Context: an optimization exercise on an open-source flow, tuned for small area and a short achievable clock period. The choices shown serve that exercise and are no tape-out recipe.
Function was checked by simulation only, so behaviour that the tests miss may differ from the original.
No driver is modelled on the clock port, so clock power and skew are understated where the tree is cut down; a real chip needs a root buffer or a tree.
No activity file was given, so power comes from the tool's default toggle rates.

== rev 12 ==
// alu_top
module alu_top (
    input             iClk,
    input      [31:0] iDataA,
    input      [31:0] iDataB,
    input      [3:0]  iAluOp,
    output reg [31:0] oData,
    output reg        oZero
  );
Settings: LEC_CHECK=0, CAP_MARGIN=20, CORE_MARGIN=2, CORE_UTILIZATION=40, SLEW_MARGIN=20; clock period 15.0 ns.
standard.sh (not shown) runs the stock make flow with config.mk's settings and CLKGATE_MAP_FILE= SYNTH_SCRIPT=/design/flow/synth_recipe.tcl, a recipe that flattens the netlist after the stock synthesis.
==> flow/flow/run.sh <==
#!/bin/bash
# Own layout flow: the standard ORFS flow (standard.sh) with these changes:
#  - Yosys's final ABC mapping uses flow/map.abc (delay-targeted map with area
#    recovery) instead of ORFS's abc_speed script;
#  - ports are buffered with buf_1 instead of the default buffer cell;
#  - repair_timing aims for extra setup slack (SETUP_SLACK_MARGIN), with the
#    margins in flow/params.sh: one up to CTS, one for the repair after global
#    routing (which works on the worst path only, or is skipped);
#  - the clock is distributed by flow/own_cts.tcl (run as the CTS step's
#    PRE_CTS_TCL hook) instead of TritonCTS: four clkbuf_16, each driving a
#    quarter of the flip-flops, so every flip-flop sees one buffer stage.
# Everything else (synthesis script, register names, SDC, clock period, PDN,
# tap cells, placement, routing) is the standard flow. The make output goes to
# flow_make_*.log; ORFS writes each tool's own log under orfs/logs/.
set -euo pipefail
HERE=$(pwd)
source "$HERE/flow/params.sh"
cat > "$HERE/own_synth.tcl" <<EOT
# Same synthesis as synth_recipe.tcl; only the script given to the final abc call differs.
proc abc {args} {
  set i [lsearch -exact \$args -script]
  if {\$i >= 0} { lset args [expr {\$i + 1}] $HERE/flow/map.abc }
  yosys abc {*}\$args
}
source $HERE/synth_recipe.tcl
EOT
COMMON=("SYNTH_SCRIPT=$HERE/own_synth.tcl"
  "BUFFER_PORTS_ARGS=-buffer_cell sky130_fd_sc_hd__buf_1"
  "PRE_CTS_TCL=$HERE/flow/own_cts.tcl")
bash standard.sh "${COMMON[@]}" "SETUP_SLACK_MARGIN=$MARGIN_CTS" cts > "$HERE/flow_make_cts.log" 2>&1
if [[ "$MARGIN_GRT" == skip ]]; then
  bash standard.sh "${COMMON[@]}" "SETUP_SLACK_MARGIN=$MARGIN_CTS" SKIP_INCREMENTAL_REPAIR=1 finish > "$HERE/flow_make_finish.log" 2>&1
else
  bash standard.sh "${COMMON[@]}" "SETUP_SLACK_MARGIN=$MARGIN_GRT" TNS_END_PERCENT=0 finish > "$HERE/flow_make_finish.log" 2>&1
fi
Other scripts of this flow, unchanged in this note and not shown: flow/flow/map.abc, flow/flow/own_cts.tcl, flow/flow/params.sh
The following lists how rev 13 was set up differently from rev 12:
--- a/flow/design.v
+++ b/flow/design.v
@@ -206,13 +206,12 @@
   wire gn57 = g0_30 | (p0_30 & gn42);
   wire [31:0] cgen = {gn31, gn57, gn42, gn56, gn35, gn55, gn41, gn54, gn32, gn53, gn40, gn52, gn34, gn51, gn39, gn50, gn29, gn49, gn38, gn48, gn33, gn47, gn37, gn46, gn25, gn45, gn36, gn44, gn17, gn43, gn1, g0_0};
   wire [31:0] sum = p ^ {cgen[30:0], sub};
   wire cout = cgen[31];
   wire ltu = ~cout;
   wire lts = (a[31] ^ b[31]) ? a[31] : ltu;
-  wire sum_zero = ~|sum;
   wire ovf = |b[31:5];
   wire [31:0] r;
   genvar i;
   generate
     for (i = 0; i < 32; i = i + 1) begin : rev_in
       assign r[i] = op_sll ? a[31-i] : a[i];
@@ -221,24 +220,15 @@
   wire fill = op_sra & a[31];
   wire [31:0] s0 = b[0] ? {fill,       r[31:1]}  : r;
   wire [31:0] s1 = b[1] ? {{2{fill}},  s0[31:2]} : s0;
   wire [31:0] s2 = b[2] ? {{4{fill}},  s1[31:4]} : s1;
   wire [31:0] s3 = b[3] ? {{8{fill}},  s2[31:8]} : s2;
   wire [31:0] sr = b[4] ? {{16{fill}}, s3[31:16]} : s3;
-  wire [4:0] sh = b[4:0] | {5{ovf}};
-  wire [31:0] keep;
-  generate
-    for (i = 0; i < 32; i = i + 1) begin : keep_m
-      assign keep[i] = (sh <= i);
-    end
-  endgenerate
-  wire shift_zero = ~|(r & keep);
   wire sel_p = op_xor | op_or;
   wire sel_g = op_or | op_and;
   wire [31:0] lg = ({32{sel_p}} & p) | ({32{sel_g}} & g);
-  wire logic_zero = ~|lg;
   wire sel_r  = op_sr  & ~ovf;
   wire sel_l  = op_sll & ~ovf;
   wire [31:0] sr_rev;
   generate
     for (i = 0; i < 32; i = i + 1) begin : rev_out
       assign sr_rev[i] = sr[31-i];
@@ -248,16 +238,9 @@
   wire ov_l  = op_sll & ovf;    
   wire lt_bit = (op_slt & lts) | (op_sltu & ltu);
   wire [31:0] other = ({32{sel_r}} & sr) | ({32{sel_l}} & sr_rev) | lg
                     | {32{ov_r & fill}}
                     | {ov_l & a[0], 30'b0, (ov_r & a[31]) | lt_bit};
   assign oData = ({32{op_sum}} & sum) | other;
-  assign oZero = (op_eqz & sum_zero)
-               | (op_bne & ~sum_zero)
-               | (op_blt & lts)
-               | (op_bge & ~lts)
-               | (op_slt & ~lts)
-               | (op_sltu & ~ltu)
-               | ((op_sll | op_sr) & shift_zero)
-               | ((op_xor | op_or | op_and) & logic_zero)
-               | op_none;
+  wire dz = ~|oData;
+  assign oZero = op_bne ? ~dz : (op_blt | op_bge) ? (lts ^ op[2]) : dz;
 endmodule
--- outcome ---
- Comparing buffer and inverter count on the worst path for rev 13 and rev 12, the smaller number came from rev 12.
- Summary of rev 13 over rev 12: total number of vias now sits lower; number of nets in the layout now sits lower; last weighted congestion value of the routability-driven placer shows an increase of 0.40%; share of total power in the clock network rose by 0.6 points; sequential cell area share increased 1.3 points.
- Overall track demand over capacity in global routing for rev 13 is lower than for rev 12.
In every run of this note, the design's own scripts or RTL, not TritonCTS, make the clock network.

[separate check: timing with driven ports]
No port has a modelled driver above. Below, the same layouts with a new extraction and two added sets of constraints. Step 1: set_driving_cell puts a clkbuf_16 on iClk and a buf_2 on each other input, an assumption about the parent block. Step 2, shift: input delay + t, output delay - t, t = (earliest + latest rising clock arrival at the registers) / 2. This alone moves slack from input paths to output paths. Three values: no drivers, after step 1, after step 2; two values: the first two.
run | shift t [ns] | setup WS [ns] | worst data-port slew with drivers (ns)
rev 12 | 0.249 | 11.369 / 11.275 / 11.391 | 0.03
rev 13 | 0.243 | 11.120 / 11.120 / 11.120 | 0.04
After both steps every run listed still meets setup and hold.
